What follows belongs to an exercise in optimizing a design on an open flow for small area and a short achievable clock period; a production flow would make more cautious choices. Where RTL was checked, it was by simulation tests only, not by an equivalence proof against the original. Power and IR drop assume default switching activity.

==> v22 <==
Design CPU, start of the top module:
module CPU(clock,reset,MemData,MemOut,rd,wr,PC,IR,MBR,AC,MAR,SR);
==> flow/config.mk <==
export PLATFORM = sky130hd
export DESIGN_NAME = CPU
export DESIGN_NICKNAME = CPU
export VERILOG_FILES = /design/flow/design.v
export SDC_FILE = /design/flow/constraint.sdc
export NUM_CORES = 4
export LEC_CHECK = 0
export ABC_AREA = 1
export CAP_MARGIN = 20
export CORE_MARGIN = 2
export CORE_UTILIZATION = 40
export SLEW_MARGIN = 20
export SYNTH_HIERARCHICAL = 1
==> flow/constraint.sdc <==
create_clock -name core_clock -period 32.0 [get_ports {clock}]
set_input_delay 6.4000 -clock core_clock [delete_from_list [all_inputs] [get_ports {clock}]]
set_output_delay 6.4000 -clock core_clock [all_outputs]
set_load 0.01 [all_outputs]
standard.sh (not shown) runs the stock make flow with config.mk's settings and CLKGATE_MAP_FILE= SYNTH_SCRIPT=/design/flow/synth_recipe.tcl, a recipe that flattens the netlist after the stock synthesis.
==> flow/flow/run.sh <==
#!/bin/bash
set -euo pipefail
MARGIN=$(python3 -c "print(round(${FLOW_PERIOD_NS} - 12.5, 3))")
bash standard.sh SETUP_SLACK_MARGIN=$MARGIN "BUFFER_PORTS_ARGS=-buffer_cell sky130_fd_sc_hd__buf_1" finish > standard_flow.log 2>&1
==> inputs of v19, as changes to v22 <==
==> flow/flow/run.sh (replaced) <==
#!/bin/bash
set -euo pipefail
MARGIN=$(python3 -c "print(round(${FLOW_PERIOD_NS} - 13, 3))")
bash standard.sh SETUP_SLACK_MARGIN=$MARGIN "BUFFER_PORTS_ARGS=-buffer_cell sky130_fd_sc_hd__buf_1" finish > standard_flow.log 2>&1
==> summary.md <==
| Metric | Value |
|---|---|
| Status | `no timing/DRC/antenna violations` |
| Layout cell share with drive strength beyond 1 | `14.4%` |
| CP max-delay cell | `edfxtp_1` |
| Final Cell Area | `18900 µm²` |
| Most frequent cells in the layout | `nand2_1, inv_1, nand3_1` |
| Number of global-route vias before repair | `16600` |
| Int Power | `0.389 mW` |
| FF-to-FF path depth | `90` |
# the run above: v19

==> summary.md <==
| Metric | Value |
|---|---|
| Most frequent cells in the layout | `nand2_1, inv_1, nand3_1` |
| CTS root buf | `clkbuf_16` |
| Status | `no timing/DRC/antenna violations` |
| Final Cell Area | `19800 µm²` |
| FF-to-FF path depth | `94` |
| CP max-delay cell | `fa_2` |
| Layout cell share with drive strength beyond 1 | `19.3%` |
| Number of global-route vias before repair | `16700` |
# the run above: v22

No run of this note included a check of the RTL's function; only the layout flow was run.

---

==> 02-04 <==
Another version of the RTL of CPU (not shown whole).
export LEC_CHECK = 0
export ABC_AREA = 1
export CAP_MARGIN = 20
export CORE_MARGIN = 2
export CORE_UTILIZATION = 40
export SLEW_MARGIN = 20
export SYNTH_HIERARCHICAL = 1
create_clock -name core_clock -period 32.0 [get_ports {clock}]
==> flow/flow/run.sh <==
#!/bin/bash
set -euo pipefail
MARGIN=$(python3 -c "print(round(${FLOW_PERIOD_NS} - 13, 3))")
bash standard.sh SETUP_SLACK_MARGIN=$MARGIN "BUFFER_PORTS_ARGS=-buffer_cell sky130_fd_sc_hd__buf_1" finish > standard_flow.log 2>&1
==> inputs of 04-28, as changes to 02-04 <==
--- a/flow/design.v
+++ b/flow/design.v
@@ -10,119 +10,38 @@
 output [3:0] SR;    
 reg [2:0] state;
 reg signed [15:0] ACr;      
 reg [3:0] SRr;
 reg accSel;                 
 wire [3:0] op = IR[15:12];
 wire       m  = IR[11];
-wire        ld   = (op == 4'h1);
-wire        sub  = (op == 4'h4);
-wire        ls   = ld | (op == 4'h3) | sub;   
-wire        mul  = (op == 4'h5);
-wire        dv   = (op == 4'h6);
+wire        dv   = (op == 4'h6);            
 wire        sa   = ACr[15];
 wire [15:0] lorA;
 assign lorA[0] = 1'b0;
 genvar ga;
 generate
   for (ga = 1; ga < 16; ga = ga + 1) begin : la
     assign lorA[ga] = |ACr[ga-1:0];
   end
 endgenerate
 wire [15:0] absa = {16{dv}} & (ACr ^ ({16{sa}} & lorA));
-reg  [15:0] absAr;
-always @(posedge clock) absAr <= absa;
-wire [15:0] d1, B1c;
-wire        cin1;
-wire [4:0] s3_r, s3_q;
-cpu_s3 u_s3(.MemData(MemData), .IRlo(IR[11:0]), .dv(dv), .sub(sub), .absAr(absAr),
-            .ACr(ACr), .d1(d1), .cin1(cin1), .B1c(B1c), .r_out(s3_r), .q_out(s3_q));
+wire [15:0] absAr = absa;
+wire [15:0] d1   = m ? MemData : {5'b0, IR[10:0]};    
+wire        cin1 = dv & ~d1[15];
+wire [15:0] B1c  = d1 ^ {16{cin1}};
+wire [17:0] d3   = {{2{d1[15]}}, d1} + {d1[15], d1, 1'b0};
+wire [17:0] B3c  = d3 ^ {18{cin1}};
 reg [15:0] B1r;
+reg [17:0] B3r;
 reg        cinr, d1s;
 always @(posedge clock)
   if (state == 3'd3) begin
-    B1r <= B1c; cinr <= cin1; d1s <= d1[15];
+    B1r <= B1c; B3r <= B3c; cinr <= cin1; d1s <= d1[15];
   end
-reg [4:0] p1r, p1q;
-always @(posedge clock) begin
-  p1r <= s3_r;
-  p1q <= s3_q;
-end
-wire [13:0] s4_r;
-wire [8:0] s4_q;
-cpu_s4 u_s4(.p1r(p1r), .absAr(absAr), .ACr(ACr), .B1r(B1r), .cinr(cinr), .dv(dv),
-            .r_out(s4_r), .q_out(s4_q));
-reg [13:0] p2r;
-reg [13:0] p2q;
-always @(posedge clock) begin
-  p2r <= s4_r;
-  p2q <= {p1q, s4_q};
-end
-wire [15:0] res;
-wire [3:0]  resf;
-cpu_s0 u_s0(.p2r(p2r), .p2q(p2q), .absAr(absAr), .ACr(ACr), .SRr(SRr), .accSel(accSel),
-            .B1r(B1r), .cinr(cinr), .d1s(d1s), .dv(dv), .mul(mul), .ls(ls), .ld(ld), .sub(sub),
-            .res(res), .resf(resf), .AC(AC), .SR(SR));
-always @(posedge clock) begin
-  if (reset) begin
-    PC <= 0; MAR <= 0; IR <= 0; MBR <= 0; ACr <= 0; MemOut <= 0; SRr <= 0;
-    rd <= 1; wr <= 0;
-    accSel <= 0;
-    state <= 0;
-  end else
-  case (state)
-  0: begin
-    rd <= 1; wr <= 0;
-    MAR <= PC;
-    if (accSel) begin
-      ACr <= res;
-      SRr <= resf;
-    end
-    accSel <= 0;
-    state <= 1;
-  end
-  1: begin
-    rd <= 1; wr <= 0;
-    IR <= MemData;
-    PC <= PC + 1'b1;
-    state <= 2;
-  end
-  2: begin
-    if (m) MAR <= IR[10:0];
-    state <= 3;
-  end
-  3: begin
-    state <= 4;
-    case (op)
-      4'h1, 4'h3, 4'h4, 4'h5, 4'h6: MBR <= d1;
-      4'h2: begin MBR <= ACr; rd <= 0; wr <= 1; end
-      4'h7: begin PC <= MAR; state <= 0; end
-      4'h8: if (SRr[3]) begin PC <= MAR; state <= 0; end
-      default: ;
-    endcase
-  end
-  4: begin
-    state <= 0;
-    case (op)
-      4'h2: MemOut <= MBR;
-      4'h1, 4'h3, 4'h4, 4'h5, 4'h6: accSel <= 1'b1;
-      default: ;
-    endcase
-  end
-  default: state <= 0;
-  endcase
-end
-endmodule
-module cpu_s3(input [15:0] MemData, input [11:0] IRlo, input dv, input sub,
-              input [15:0] absAr, input [15:0] ACr,
-              output [15:0] d1, output cin1, output [15:0] B1c,
-              output [4:0] r_out, output [4:0] q_out);
-assign d1   = IRlo[11] ? MemData : {5'b0, IRlo[10:0]};    
-assign cin1 = (dv & ~d1[15]) | sub;
-assign B1c  = d1 ^ {16{cin1}};
 wire [0:0] x1 = {absAr[15]};
 wire [1:0] t2 = {1'b0, x1} + {1'b0, B1c[0:0]} + {1'd0, cin1};
 wire w3 = t2[1] & (&B1c[15:1]);
 wire w4 = dv ? w3 : ACr[15];
 wire [0:0] r5 = w4 ? t2[0:0] : x1;
 wire [1:0] x6 = {r5[0:0], absAr[14]};
 wire [2:0] t7 = {1'b0, x6} + {1'b0, B1c[1:0]} + {2'd0, cin1};
@@ -140,20 +59,19 @@
 wire w19 = dv ? w18 : ACr[12];
 wire [3:0] r20 = w19 ? t17[3:0] : x16;
 wire [4:0] x21 = {r20[3:0], absAr[11]};
 wire [5:0] t22 = {1'b0, x21} + {1'b0, B1c[4:0]} + {5'd0, cin1};
 wire w23 = t22[5] & (&B1c[15:5]);
 wire w24 = dv ? w23 : ACr[11];
 wire [4:0] r25 = w24 ? t22[4:0] : x21;
-assign r_out = r25;
-assign q_out = {w3, w8, w13, w18, w23};
-endmodule
-module cpu_s4(input [4:0] p1r, input [15:0] absAr, input [15:0] ACr,
-              input [15:0] B1r, input cinr, input dv,
-              output [13:0] r_out, output [8:0] q_out);
+reg [4:0] p1r, p1q;
+always @(posedge clock) begin
+  p1r <= r25;
+  p1q <= {w3, w8, w13, w18, w23};
+end
 wire w26 = absAr[10] & B1r[0];
 wire w27 = absAr[10] | B1r[0];
 wire w28 = p1r[0] & B1r[1];
 wire w29 = p1r[0] | B1r[1];
 wire w30 = p1r[1] & B1r[2];
 wire w31 = p1r[1] | B1r[2];
 wire w32 = p1r[2] & B1r[3];
@@ -765,49 +683,99 @@
 assign r554[7] = w553 ? (r467[6] ^ (B1r[7] ^ w530)) : r467[6];
 assign r554[8] = w553 ? (r467[7] ^ (B1r[8] ^ w538)) : r467[7];
 assign r554[9] = w553 ? (r467[8] ^ (B1r[9] ^ w540)) : r467[8];
 assign r554[10] = w553 ? (r467[9] ^ (B1r[10] ^ w542)) : r467[9];
 assign r554[11] = w553 ? (r467[10] ^ (B1r[11] ^ w544)) : r467[10];
 assign r554[12] = w553 ? (r467[11] ^ (B1r[12] ^ w546)) : r467[11];
 assign r554[13] = w553 ? (r467[12] ^ (B1r[13] ^ w548)) : r467[12];
-assign r_out = r554;
-assign q_out = {w56, w97, w142, w193, w250, w315, w386, w465, w552};
-endmodule
-module cpu_s0(input [13:0] p2r, input [13:0] p2q, input [15:0] absAr,
-              input [15:0] ACr, input [3:0] SRr, input accSel,
-              input [15:0] B1r, input cinr, input d1s,
-              input dv, input mul, input ls, input ld, input sub,
-              output [15:0] res, output [3:0] resf, output [15:0] AC, output [3:0] SR);
+reg [13:0] p2r;
+reg [13:0] p2q;
+always @(posedge clock) begin
+  p2r <= r554;
+  p2q <= {p1q, w56, w97, w142, w193, w250, w315, w386, w465, w552};
+end
 wire [14:0] x555 = {p2r[13:0], absAr[1]};
 wire [15:0] t556 = {1'b0, x555} + {1'b0, B1r[14:0]} + {15'd0, cinr};
 wire w557 = t556[15] & (&B1r[15:15]);
 wire w558 = dv ? w557 : ACr[1];
 wire [14:0] r559 = w558 ? t556[14:0] : x555;
-wire [15:0] x560 = ls ? ({16{~ld}} & ACr) : {r559[14:0], absAr[0]};
+wire [15:0] x560 = {r559[14:0], absAr[0]};
 wire [16:0] t561 = {1'b0, x560} + {1'b0, B1r[15:0]} + {16'd0, cinr};
 wire w562 = t561[16] & 1'b1;
-wire lastc = t561[16];     
-wire w563 = dv ? w562 : (~mul | ACr[0]);
+wire w563 = dv ? w562 : ACr[0];
 wire [15:0] r564 = w563 ? t561[15:0] : x560;
 wire [15:0] qu = {p2q, w557, w562};
 wire [15:0] prod = r564;             
-wire        sa   = ACr[15];
 wire        dz   = cinr & (&B1r);           
 wire        negq = sa ^ d1s;
 wire [15:0] lowor;
 assign lowor[0] = 1'b0;
 genvar gi;
 generate
   for (gi = 1; gi < 16; gi = gi + 1) begin : lo
     assign lowor[gi] = |qu[gi-1:0];
   end
 endgenerate
 wire [15:0] quot  = dz ? 16'd0 : (qu ^ ({16{negq}} & lowor));
-assign      res   = dv ? quot : prod;
+wire [15:0] res   = dv ? quot : prod;
 wire        resz  = dv ? (dz | ~|qu) : ~|prod;
-wire        as_   = ls & ~ld;
-wire        resc  = as_ & (lastc ^ sub);
-wire        resv  = as_ & (ACr[15] == B1r[15]) & (prod[15] != ACr[15]);
-assign      resf  = {resz, res[15], resc, resv};
 assign AC = accSel ? res : ACr;
-assign SR = accSel ? resf : SRr;
+assign SR = accSel ? {resz, res[15], 2'b00} : SRr;
+wire        sub  = (op == 4'h4);
+wire [15:0] bop  = MBR ^ {16{sub}};
+wire [16:0] sum  = {1'b0,ACr} + {1'b0,bop} + {16'd0,sub};
+wire        as_c = sum[16] ^ sub;                                   
+wire        as_v = (ACr[15] == bop[15]) && (sum[15] != ACr[15]);    
+wire        ld  = (op == 4'h1);
+wire [15:0] acn = ld ? MBR : sum[15:0];
+wire [1:0]  cv  = ld ? 2'b00 : {as_c, as_v};
+always @(posedge clock) begin
+  if (reset) begin
+    PC <= 0; MAR <= 0; IR <= 0; MBR <= 0; ACr <= 0; MemOut <= 0; SRr <= 0;
+    rd <= 1; wr <= 0;
+    accSel <= 0;
+    state <= 0;
+  end else
+  case (state)
+  0: begin
+    rd <= 1; wr <= 0;
+    MAR <= PC;
+    if (accSel) begin
+      ACr <= res;
+      SRr <= {resz, res[15], 2'b00};
+    end
+    accSel <= 0;
+    state <= 1;
+  end
+  1: begin
+    rd <= 1; wr <= 0;
+    IR <= MemData;
+    PC <= PC + 1'b1;
+    state <= 2;
+  end
+  2: begin
+    if (m) MAR <= IR[10:0];
+    state <= 3;
+  end
+  3: begin
+    state <= 4;
+    case (op)
+      4'h1, 4'h3, 4'h4, 4'h5, 4'h6: MBR <= d1;
+      4'h2: begin MBR <= ACr; rd <= 0; wr <= 1; end
+      4'h7: begin PC <= MAR; state <= 0; end
+      4'h8: if (SRr[3]) begin PC <= MAR; state <= 0; end
+      default: ;
+    endcase
+  end
+  4: begin
+    state <= 0;
+    case (op)
+      4'h1, 4'h3, 4'h4: begin ACr <= acn; SRr <= {acn == 16'd0, acn[15], cv}; end
+      4'h2: MemOut <= MBR;
+      4'h5, 4'h6: accSel <= 1'b1;
+      default: ;
+    endcase
+  end
+  default: state <= 0;
+  endcase
+end
 endmodule
==> flow/flow/run.sh (replaced) <==
#!/bin/bash
set -euo pipefail
MARGIN=$(python3 -c "print(round(${FLOW_PERIOD_NS} - 13.5, 3))")
bash standard.sh SETUP_SLACK_MARGIN=$MARGIN "BUFFER_PORTS_ARGS=-buffer_cell sky130_fd_sc_hd__buf_1" finish > standard_flow.log 2>&1
SYNTH_HIERARCHICAL = unset   (was 1)
==> inputs of 05-09, as changes to 02-04 <==
--- a/flow/design.v
+++ b/flow/design.v
@@ -10,119 +10,39 @@
 output [3:0] SR;    
 reg [2:0] state;
 reg signed [15:0] ACr;      
 reg [3:0] SRr;
 reg accSel;                 
 wire [3:0] op = IR[15:12];
 wire       m  = IR[11];
-wire        ld   = (op == 4'h1);
-wire        sub  = (op == 4'h4);
-wire        ls   = ld | (op == 4'h3) | sub;   
-wire        mul  = (op == 4'h5);
-wire        dv   = (op == 4'h6);
+wire        dv   = (op == 4'h6);            
 wire        sa   = ACr[15];
 wire [15:0] lorA;
 assign lorA[0] = 1'b0;
 genvar ga;
 generate
   for (ga = 1; ga < 16; ga = ga + 1) begin : la
     assign lorA[ga] = |ACr[ga-1:0];
   end
 endgenerate
 wire [15:0] absa = {16{dv}} & (ACr ^ ({16{sa}} & lorA));
 reg  [15:0] absAr;
 always @(posedge clock) absAr <= absa;
-wire [15:0] d1, B1c;
-wire        cin1;
-wire [4:0] s3_r, s3_q;
-cpu_s3 u_s3(.MemData(MemData), .IRlo(IR[11:0]), .dv(dv), .sub(sub), .absAr(absAr),
-            .ACr(ACr), .d1(d1), .cin1(cin1), .B1c(B1c), .r_out(s3_r), .q_out(s3_q));
+wire [15:0] d1   = m ? MemData : {5'b0, IR[10:0]};    
+wire        cin1 = dv & ~d1[15];
+wire [15:0] B1c  = d1 ^ {16{cin1}};
+wire [17:0] d3   = {{2{d1[15]}}, d1} + {d1[15], d1, 1'b0};
+wire [17:0] B3c  = d3 ^ {18{cin1}};
 reg [15:0] B1r;
+reg [17:0] B3r;
 reg        cinr, d1s;
 always @(posedge clock)
   if (state == 3'd3) begin
-    B1r <= B1c; cinr <= cin1; d1s <= d1[15];
+    B1r <= B1c; B3r <= B3c; cinr <= cin1; d1s <= d1[15];
   end
-reg [4:0] p1r, p1q;
-always @(posedge clock) begin
-  p1r <= s3_r;
-  p1q <= s3_q;
-end
-wire [13:0] s4_r;
-wire [8:0] s4_q;
-cpu_s4 u_s4(.p1r(p1r), .absAr(absAr), .ACr(ACr), .B1r(B1r), .cinr(cinr), .dv(dv),
-            .r_out(s4_r), .q_out(s4_q));
-reg [13:0] p2r;
-reg [13:0] p2q;
-always @(posedge clock) begin
-  p2r <= s4_r;
-  p2q <= {p1q, s4_q};
-end
-wire [15:0] res;
-wire [3:0]  resf;
-cpu_s0 u_s0(.p2r(p2r), .p2q(p2q), .absAr(absAr), .ACr(ACr), .SRr(SRr), .accSel(accSel),
-            .B1r(B1r), .cinr(cinr), .d1s(d1s), .dv(dv), .mul(mul), .ls(ls), .ld(ld), .sub(sub),
-            .res(res), .resf(resf), .AC(AC), .SR(SR));
-always @(posedge clock) begin
-  if (reset) begin
-    PC <= 0; MAR <= 0; IR <= 0; MBR <= 0; ACr <= 0; MemOut <= 0; SRr <= 0;
-    rd <= 1; wr <= 0;
-    accSel <= 0;
-    state <= 0;
-  end else
-  case (state)
-  0: begin
-    rd <= 1; wr <= 0;
-    MAR <= PC;
-    if (accSel) begin
-      ACr <= res;
-      SRr <= resf;
-    end
-    accSel <= 0;
-    state <= 1;
-  end
-  1: begin
-    rd <= 1; wr <= 0;
-    IR <= MemData;
-    PC <= PC + 1'b1;
-    state <= 2;
-  end
-  2: begin
-    if (m) MAR <= IR[10:0];
-    state <= 3;
-  end
-  3: begin
-    state <= 4;
-    case (op)
-      4'h1, 4'h3, 4'h4, 4'h5, 4'h6: MBR <= d1;
-      4'h2: begin MBR <= ACr; rd <= 0; wr <= 1; end
-      4'h7: begin PC <= MAR; state <= 0; end
-      4'h8: if (SRr[3]) begin PC <= MAR; state <= 0; end
-      default: ;
-    endcase
-  end
-  4: begin
-    state <= 0;
-    case (op)
-      4'h2: MemOut <= MBR;
-      4'h1, 4'h3, 4'h4, 4'h5, 4'h6: accSel <= 1'b1;
-      default: ;
-    endcase
-  end
-  default: state <= 0;
-  endcase
-end
-endmodule
-module cpu_s3(input [15:0] MemData, input [11:0] IRlo, input dv, input sub,
-              input [15:0] absAr, input [15:0] ACr,
-              output [15:0] d1, output cin1, output [15:0] B1c,
-              output [4:0] r_out, output [4:0] q_out);
-assign d1   = IRlo[11] ? MemData : {5'b0, IRlo[10:0]};    
-assign cin1 = (dv & ~d1[15]) | sub;
-assign B1c  = d1 ^ {16{cin1}};
 wire [0:0] x1 = {absAr[15]};
 wire [1:0] t2 = {1'b0, x1} + {1'b0, B1c[0:0]} + {1'd0, cin1};
 wire w3 = t2[1] & (&B1c[15:1]);
 wire w4 = dv ? w3 : ACr[15];
 wire [0:0] r5 = w4 ? t2[0:0] : x1;
 wire [1:0] x6 = {r5[0:0], absAr[14]};
 wire [2:0] t7 = {1'b0, x6} + {1'b0, B1c[1:0]} + {2'd0, cin1};
@@ -140,20 +60,19 @@
 wire w19 = dv ? w18 : ACr[12];
 wire [3:0] r20 = w19 ? t17[3:0] : x16;
 wire [4:0] x21 = {r20[3:0], absAr[11]};
 wire [5:0] t22 = {1'b0, x21} + {1'b0, B1c[4:0]} + {5'd0, cin1};
 wire w23 = t22[5] & (&B1c[15:5]);
 wire w24 = dv ? w23 : ACr[11];
 wire [4:0] r25 = w24 ? t22[4:0] : x21;
-assign r_out = r25;
-assign q_out = {w3, w8, w13, w18, w23};
-endmodule
-module cpu_s4(input [4:0] p1r, input [15:0] absAr, input [15:0] ACr,
-              input [15:0] B1r, input cinr, input dv,
-              output [13:0] r_out, output [8:0] q_out);
+reg [4:0] p1r, p1q;
+always @(posedge clock) begin
+  p1r <= r25;
+  p1q <= {w3, w8, w13, w18, w23};
+end
 wire w26 = absAr[10] & B1r[0];
 wire w27 = absAr[10] | B1r[0];
 wire w28 = p1r[0] & B1r[1];
 wire w29 = p1r[0] | B1r[1];
 wire w30 = p1r[1] & B1r[2];
 wire w31 = p1r[1] | B1r[2];
 wire w32 = p1r[2] & B1r[3];
@@ -765,49 +684,99 @@
 assign r554[7] = w553 ? (r467[6] ^ (B1r[7] ^ w530)) : r467[6];
 assign r554[8] = w553 ? (r467[7] ^ (B1r[8] ^ w538)) : r467[7];
 assign r554[9] = w553 ? (r467[8] ^ (B1r[9] ^ w540)) : r467[8];
 assign r554[10] = w553 ? (r467[9] ^ (B1r[10] ^ w542)) : r467[9];
 assign r554[11] = w553 ? (r467[10] ^ (B1r[11] ^ w544)) : r467[10];
 assign r554[12] = w553 ? (r467[11] ^ (B1r[12] ^ w546)) : r467[11];
 assign r554[13] = w553 ? (r467[12] ^ (B1r[13] ^ w548)) : r467[12];
-assign r_out = r554;
-assign q_out = {w56, w97, w142, w193, w250, w315, w386, w465, w552};
-endmodule
-module cpu_s0(input [13:0] p2r, input [13:0] p2q, input [15:0] absAr,
-              input [15:0] ACr, input [3:0] SRr, input accSel,
-              input [15:0] B1r, input cinr, input d1s,
-              input dv, input mul, input ls, input ld, input sub,
-              output [15:0] res, output [3:0] resf, output [15:0] AC, output [3:0] SR);
+reg [13:0] p2r;
+reg [13:0] p2q;
+always @(posedge clock) begin
+  p2r <= r554;
+  p2q <= {p1q, w56, w97, w142, w193, w250, w315, w386, w465, w552};
+end
 wire [14:0] x555 = {p2r[13:0], absAr[1]};
 wire [15:0] t556 = {1'b0, x555} + {1'b0, B1r[14:0]} + {15'd0, cinr};
 wire w557 = t556[15] & (&B1r[15:15]);
 wire w558 = dv ? w557 : ACr[1];
 wire [14:0] r559 = w558 ? t556[14:0] : x555;
-wire [15:0] x560 = ls ? ({16{~ld}} & ACr) : {r559[14:0], absAr[0]};
+wire [15:0] x560 = {r559[14:0], absAr[0]};
 wire [16:0] t561 = {1'b0, x560} + {1'b0, B1r[15:0]} + {16'd0, cinr};
 wire w562 = t561[16] & 1'b1;
-wire lastc = t561[16];     
-wire w563 = dv ? w562 : (~mul | ACr[0]);
+wire w563 = dv ? w562 : ACr[0];
 wire [15:0] r564 = w563 ? t561[15:0] : x560;
 wire [15:0] qu = {p2q, w557, w562};
 wire [15:0] prod = r564;             
-wire        sa   = ACr[15];
 wire        dz   = cinr & (&B1r);           
 wire        negq = sa ^ d1s;
 wire [15:0] lowor;
 assign lowor[0] = 1'b0;
 genvar gi;
 generate
   for (gi = 1; gi < 16; gi = gi + 1) begin : lo
     assign lowor[gi] = |qu[gi-1:0];
   end
 endgenerate
 wire [15:0] quot  = dz ? 16'd0 : (qu ^ ({16{negq}} & lowor));
-assign      res   = dv ? quot : prod;
+wire [15:0] res   = dv ? quot : prod;
 wire        resz  = dv ? (dz | ~|qu) : ~|prod;
-wire        as_   = ls & ~ld;
-wire        resc  = as_ & (lastc ^ sub);
-wire        resv  = as_ & (ACr[15] == B1r[15]) & (prod[15] != ACr[15]);
-assign      resf  = {resz, res[15], resc, resv};
 assign AC = accSel ? res : ACr;
-assign SR = accSel ? resf : SRr;
+assign SR = accSel ? {resz, res[15], 2'b00} : SRr;
+wire        sub  = (op == 4'h4);
+wire [15:0] bop  = MBR ^ {16{sub}};
+wire [16:0] sum  = {1'b0,ACr} + {1'b0,bop} + {16'd0,sub};
+wire        as_c = sum[16] ^ sub;                                   
+wire        as_v = (ACr[15] == bop[15]) && (sum[15] != ACr[15]);    
+wire        ld  = (op == 4'h1);
+wire [15:0] acn = ld ? MBR : sum[15:0];
+wire [1:0]  cv  = ld ? 2'b00 : {as_c, as_v};
+always @(posedge clock) begin
+  if (reset) begin
+    PC <= 0; MAR <= 0; IR <= 0; MBR <= 0; ACr <= 0; MemOut <= 0; SRr <= 0;
+    rd <= 1; wr <= 0;
+    accSel <= 0;
+    state <= 0;
+  end else
+  case (state)
+  0: begin
+    rd <= 1; wr <= 0;
+    MAR <= PC;
+    if (accSel) begin
+      ACr <= res;
+      SRr <= {resz, res[15], 2'b00};
+    end
+    accSel <= 0;
+    state <= 1;
+  end
+  1: begin
+    rd <= 1; wr <= 0;
+    IR <= MemData;
+    PC <= PC + 1'b1;
+    state <= 2;
+  end
+  2: begin
+    if (m) MAR <= IR[10:0];
+    state <= 3;
+  end
+  3: begin
+    state <= 4;
+    case (op)
+      4'h1, 4'h3, 4'h4, 4'h5, 4'h6: MBR <= d1;
+      4'h2: begin MBR <= ACr; rd <= 0; wr <= 1; end
+      4'h7: begin PC <= MAR; state <= 0; end
+      4'h8: if (SRr[3]) begin PC <= MAR; state <= 0; end
+      default: ;
+    endcase
+  end
+  4: begin
+    state <= 0;
+    case (op)
+      4'h1, 4'h3, 4'h4: begin ACr <= acn; SRr <= {acn == 16'd0, acn[15], cv}; end
+      4'h2: MemOut <= MBR;
+      4'h5, 4'h6: accSel <= 1'b1;
+      default: ;
+    endcase
+  end
+  default: state <= 0;
+  endcase
+end
 endmodule
==> flow/flow/run.sh (replaced) <==
#!/bin/bash
set -euo pipefail
MARGIN=$(python3 -c "print(round(${FLOW_PERIOD_NS} - 13.5, 3))")
bash standard.sh SETUP_SLACK_MARGIN=$MARGIN "BUFFER_PORTS_ARGS=-buffer_cell sky130_fd_sc_hd__buf_1" finish > standard_flow.log 2>&1
SYNTH_HIERARCHICAL = unset   (was 1)
==> inputs of 06-17, as changes to 02-04 <==
==> flow/flow/run.sh (replaced) <==
#!/bin/bash
set -euo pipefail
MARGIN=$(python3 -c "print(round(${FLOW_PERIOD_NS} - 12.5, 3))")
bash standard.sh SETUP_SLACK_MARGIN=$MARGIN "BUFFER_PORTS_ARGS=-buffer_cell sky130_fd_sc_hd__buf_1" finish > standard_flow.log 2>&1
==> qor summary <==
metric	06-17	04-28	05-09	02-04
Status	finished clean	finished clean	finished clean	finished clean
Launch point of the worst reg-to-reg path	B1r[9]$_DFFE_PN_	ACr[1]$_SDFFE_PP0P_	B1r[0]$_DFFE_PP_	B1r[11]$_DFFE_PN_
Clock slew at reported path FFs	0.07 ns	0.07 ns	0.06 ns	0.07 ns
Worst R2R Path Depth	79	105	99	88
Sink count of the clock tree	168	152	168	168
Placed Cells	3410	3086	3105	3410
Leakage power total	9.740 nW	9.191 nW	8.828 nW	9.383 nW
Fraction of layout cells with a size suffix above 1	16.64%	20.52%	14.23%	11.10%
Share of cell area taken by flip-flops and latches	17.91%	16.50%	18.79%	18.79%
FF+latch count	168	152	168	168
Well tap count	539	518	525	539
Met3 GRT Util	3.651%	4.163%	3.754%	3.651%
Post-DP HPWL	44800 um	39560 um	39630 um	44800 um
Final Non-Filler Cells	3525	3276	3232	3484
Multi-input logic cell count	2211	1973	1962	2207
Drt total wl	60430 um	55770 um	54300 um	58790 um
Clock buffer cells	19	20	22	19
Net Sw Frac	36.87%	38.18%	40.58%	36.61%
Cell area after technology mapping	16950 um2	15630 um2	16130 um2	16950 um2
Vertical extent of the die	209.9 um	201.7 um	204.8 um	209.9 um
Clock tree skew after final layout	0.01746 ns	0.01235 ns	0.01506 ns	0.01947 ns
Beginning of the worst hold path	p1q[2]$_DFF_P_	p1q[0]$_DFF_P_	p1q[2]$_DFF_P_	p1q[2]$_DFF_P_
Share of synthesized cell area in and, or, nand and nor gates	43.41%	35.39%	35.52%	43.41%
Top fanout value on the critical path	38	7	7	38
Post_cts resized	17	122	48	5
Setup repair after global routing missed its margin	no	yes	yes	yes
Fin crit period	12.11 ns	14.07 ns	13.49 ns	12.62 ns
The RTL of 04-28 was laid out without a check of its function.

what the ideal ports hide:
The results above use ideal ports. As a check the final layouts listed here were re-extracted and re-timed, cells and wires unchanged.
Step 1 assumes that a clkbuf_16 drives the clock port and a buf_2 every other input.
Step 2, shift: input delay + t, output delay - t, t = (earliest + latest rising clock arrival at the registers) / 2. This alone moves slack from input paths to output paths.
a / b / c = ideal ports / drivers / drivers and shift; a / b = the first two.
run | shift t [ns] | setup WS [ns] | worst hold slack (ns) | worst data-port slew with drivers (ns) | pins driven straight from the clock port
v22 | 0.501 | 19.671 / 19.614 / 19.574 | 0.329 / 0.329 / 0.329 | 0.04 | 1
v19 | 0.504 | 19.440 / 19.385 / 19.503 | 0.329 / 0.329 / 0.329 | 0.04 | 1
02-04 | 0.493 | 19.380 / 19.324 / 19.248 | 0.333 / 0.333 / 0.333 | 0.05 | 1
04-28 | 0.496 | 17.926 / 17.875 / 18.371 | 0.335 / 0.335 / 0.335 | 0.04 | 1
05-09 | 0.489 | 18.509 / 18.458 / 18.266 | 0.331 / 0.331 / 0.331 | 0.05 | 1
06-17 | 0.498 | 19.889 / 19.832 / 19.528 | 0.334 / 0.334 / 0.334 | 0.05 | 1
After both steps setup and hold are still met in every run listed. For 06-17, which loses most, drivers alone change the setup slack by -0.057 ns; drivers and shift together by -0.361 ns.
